Source: an optimization exercise on an open RTL-to-GDS flow (aim: small area, a short achievable clock period and few clock cycles per item). Production flows keep margins and buffers that such runs may drop.
Where RTL was checked, it was by simulation tests only, not by an equivalence proof against the original.
Power figures rest on the tool's default switching activity, not on a simulated workload.

== v6 ==
==> module filter_config, before the edit <==
module filter_config (
    input  logic        clk,         
    input  logic        rst_n,       
    input  logic        cfg_we,      
    input  logic [3:0]  cfg_waddr,   
    input  logic [31:0] cfg_wdata,   
    input  logic [3:0]  cfg_raddr,   
    output logic [31:0] cfg_rdata,   
    output logic [47:0] local_mac,       
    output logic [15:0] ethertype,       
    output logic [7:0]  ip_protocol,     
    output logic [31:0] ip_base,         
    output logic [31:0] ip_mask,         
    output logic [15:0] udp_dst_port     
);
    logic [31:0] mac_lo;     
    logic [15:0] mac_hi;     
    always_ff @(posedge clk or negedge rst_n) begin
        if (!rst_n) begin
            mac_lo         <= 32'hDEADBEEF;   
            mac_hi         <= 16'hCAFE;       
            ethertype      <= 16'h0800;       
            ip_protocol    <= 8'h11;          
            ip_base        <= 32'h0A000100;   
            ip_mask        <= 32'hFFFFFFFC;   
            udp_dst_port   <= 16'd25565;      
        end else if (cfg_we) begin
            case (cfg_waddr)
                4'h0: mac_lo         <= cfg_wdata;            
                4'h1: mac_hi         <= cfg_wdata[15:0];      
                4'h2: ethertype      <= cfg_wdata[15:0];      
                4'h3: ip_protocol    <= cfg_wdata[7:0];       
                4'h4: ip_base        <= cfg_wdata;            
                4'h5: ip_mask        <= cfg_wdata;            
                4'h6: udp_dst_port   <= cfg_wdata[15:0];      
                default: ;                                    
            endcase
        end
    end
    logic [15:0] lo, hi;
    always_comb begin
        case (cfg_raddr)
            4'h0: lo = mac_lo[15:0];
            4'h1: lo = mac_hi;
            4'h2: lo = ethertype;
            4'h3: lo = {8'h0, ip_protocol};
            4'h4: lo = ip_base[15:0];
            4'h5: lo = ip_mask[15:0];
            4'h6: lo = udp_dst_port;
            default: lo = 16'hBEEF;
        endcase
        case (cfg_raddr)
            4'h0: hi = mac_lo[31:16];
            4'h4: hi = ip_base[31:16];
            4'h5: hi = ip_mask[31:16];
            4'h1, 4'h2, 4'h3, 4'h6: hi = 16'h0;
            default: hi = 16'hDEAD;
        endcase
    end
    assign cfg_rdata = {hi, lo};
    assign local_mac = {mac_hi, mac_lo};
endmodule
==> flow/config.mk <==
export PLATFORM = sky130hd
export DESIGN_NAME = header_parser
export DESIGN_NICKNAME = header_parser
export VERILOG_FILES = /design/flow/design.v
export SDC_FILE = /design/flow/constraint.sdc
export NUM_CORES = 4
export LEC_CHECK = 0
export CAP_MARGIN = 20
export CORE_MARGIN = 2
export CORE_UTILIZATION = 25
export PLACE_DENSITY = 0.5
export SETUP_SLACK_MARGIN = 2.0
export SLEW_MARGIN = 20
==> flow/constraint.sdc <==
create_clock -name core_clock -period 5.0 [get_ports {clk}]
set_input_delay 1.0000 -clock core_clock [delete_from_list [all_inputs] [get_ports {clk}]]
set_output_delay 1.0000 -clock core_clock [all_outputs]
set_load 0.01 [all_outputs]
standard.sh (not shown) runs the stock make flow with config.mk's settings and CLKGATE_MAP_FILE= SYNTH_SCRIPT=/design/flow/synth_recipe.tcl, a recipe that flattens the netlist after the stock synthesis.
==> flow/flow/run.sh <==
#!/bin/bash
set -euo pipefail
cp standard.sh standard_sh.txt
export BUFFER_PORTS_ARGS="-buffer_cell sky130_fd_sc_hd__buf_1"
ARGS="IO_CONSTRAINTS=$PWD/flow/io.tcl"
bash standard.sh $ARGS synth > synth.log 2>&1
R=$PWD/orfs/results/$FLOW_PLATFORM/header_parser/base
cp $R/1_2_yosys.v standard_synth.v
LIB=$FLOW_HOME/platforms/$FLOW_PLATFORM/lib/sky130_fd_sc_hd__tt_025C_1v80.lib \
IN=$PWD/standard_synth.v OUT=$PWD/remapped.v TOP=$FLOW_TOP ABC_SCRIPT=$PWD/flow/remap.abc \
  yosys -c flow/remap.tcl > remap.log 2>&1
cp remapped.v $R/1_2_yosys.v
rm -f $R/1_synth.odb $R/1_synth.sdc
bash standard.sh $ARGS > standard.log 2>&1
Other scripts of this flow, unchanged in this note and not shown: flow/flow/io.tcl, flow/flow/remap.abc, flow/flow/remap.tcl
Having completed the whole flow, v6 delivered a layout that passed the timing, DRC and antenna checks.
--- input diff v6..v7 ---
diff --git a/flow/design.v b/flow/design.v
--- a/flow/design.v
+++ b/flow/design.v
@@ -47,27 +47,18 @@
             endcase
         end
     end
-    logic [15:0] lo, hi;
     always_comb begin
         case (cfg_raddr)
-            4'h0: lo = mac_lo[15:0];
-            4'h1: lo = mac_hi;
-            4'h2: lo = ethertype;
-            4'h3: lo = {8'h0, ip_protocol};
-            4'h4: lo = ip_base[15:0];
-            4'h5: lo = ip_mask[15:0];
-            4'h6: lo = udp_dst_port;
-            default: lo = 16'hBEEF;
-        endcase
-        case (cfg_raddr)
-            4'h0: hi = mac_lo[31:16];
-            4'h4: hi = ip_base[31:16];
-            4'h5: hi = ip_mask[31:16];
-            4'h1, 4'h2, 4'h3, 4'h6: hi = 16'h0;
-            default: hi = 16'hDEAD;
+            4'h0: cfg_rdata = mac_lo;                         
+            4'h1: cfg_rdata = {16'h0, mac_hi};               
+            4'h2: cfg_rdata = {16'h0, ethertype};            
+            4'h3: cfg_rdata = {24'h0, ip_protocol};          
+            4'h4: cfg_rdata = ip_base;                       
+            4'h5: cfg_rdata = ip_mask;                       
+            4'h6: cfg_rdata = {16'h0, udp_dst_port};         
+            default: cfg_rdata = 32'hDEADBEEF;               
         endcase
     end
-    assign cfg_rdata = {hi, lo};
     assign local_mac = {mac_hi, mac_lo};
 endmodule
 module filter_core(
Findings:
Sort v6 and v7 by critical path buffer and inverter count, ascending, and v7 comes first.
Looking at launch point of the critical path, the cfg_raddr[3] result is from v7; the cfg_raddr[2] one comes from v6.
v6 → v7: total number of vias lower, total power has decreased, global-route wire length before repair fell by 5.9%, initial core utilization down 0.16 points, non-clock buffer contribution to total cell area now smaller.
Testbench counts of v7, summed over its fixed seeds: cycles 28,240, packets 2,400.
Function not checked in v6: the RTL went through the layout flow alone.

-- port drivers added, routing unchanged --
Ports are ideal in the flow. The routed layouts listed here were re-timed in OpenROAD.
Step 1: set_driving_cell puts a clkbuf_16 on clk and a buf_2 on each other input, an assumption about the parent block.
Step 2 adds t to the input delays and takes it off the output delays; t is the mean of the earliest and latest rising clock arrival at the registers after step 1. Input paths then give back, and output paths get back, about the clock's delay inside the block.
Three values: ideal ports, drivers, drivers and shift; two values: the first two.
| run | t, ns | setup WS [ns] | worst hold slack (ns) |
|---|---|---|---|
| v6 | 0.504 | 1.611 / 1.534 / 1.534 | 0.434 / 0.434 / 0.434 |
| v7 | 0.499 | 1.591 / 1.526 / 1.526 | 0.437 / 0.437 / 0.437 |
After both steps every run listed still meets setup and hold. The setup slack of v6, which loses most, moves by -0.077 ns with the drivers and by -0.077 ns with both steps.
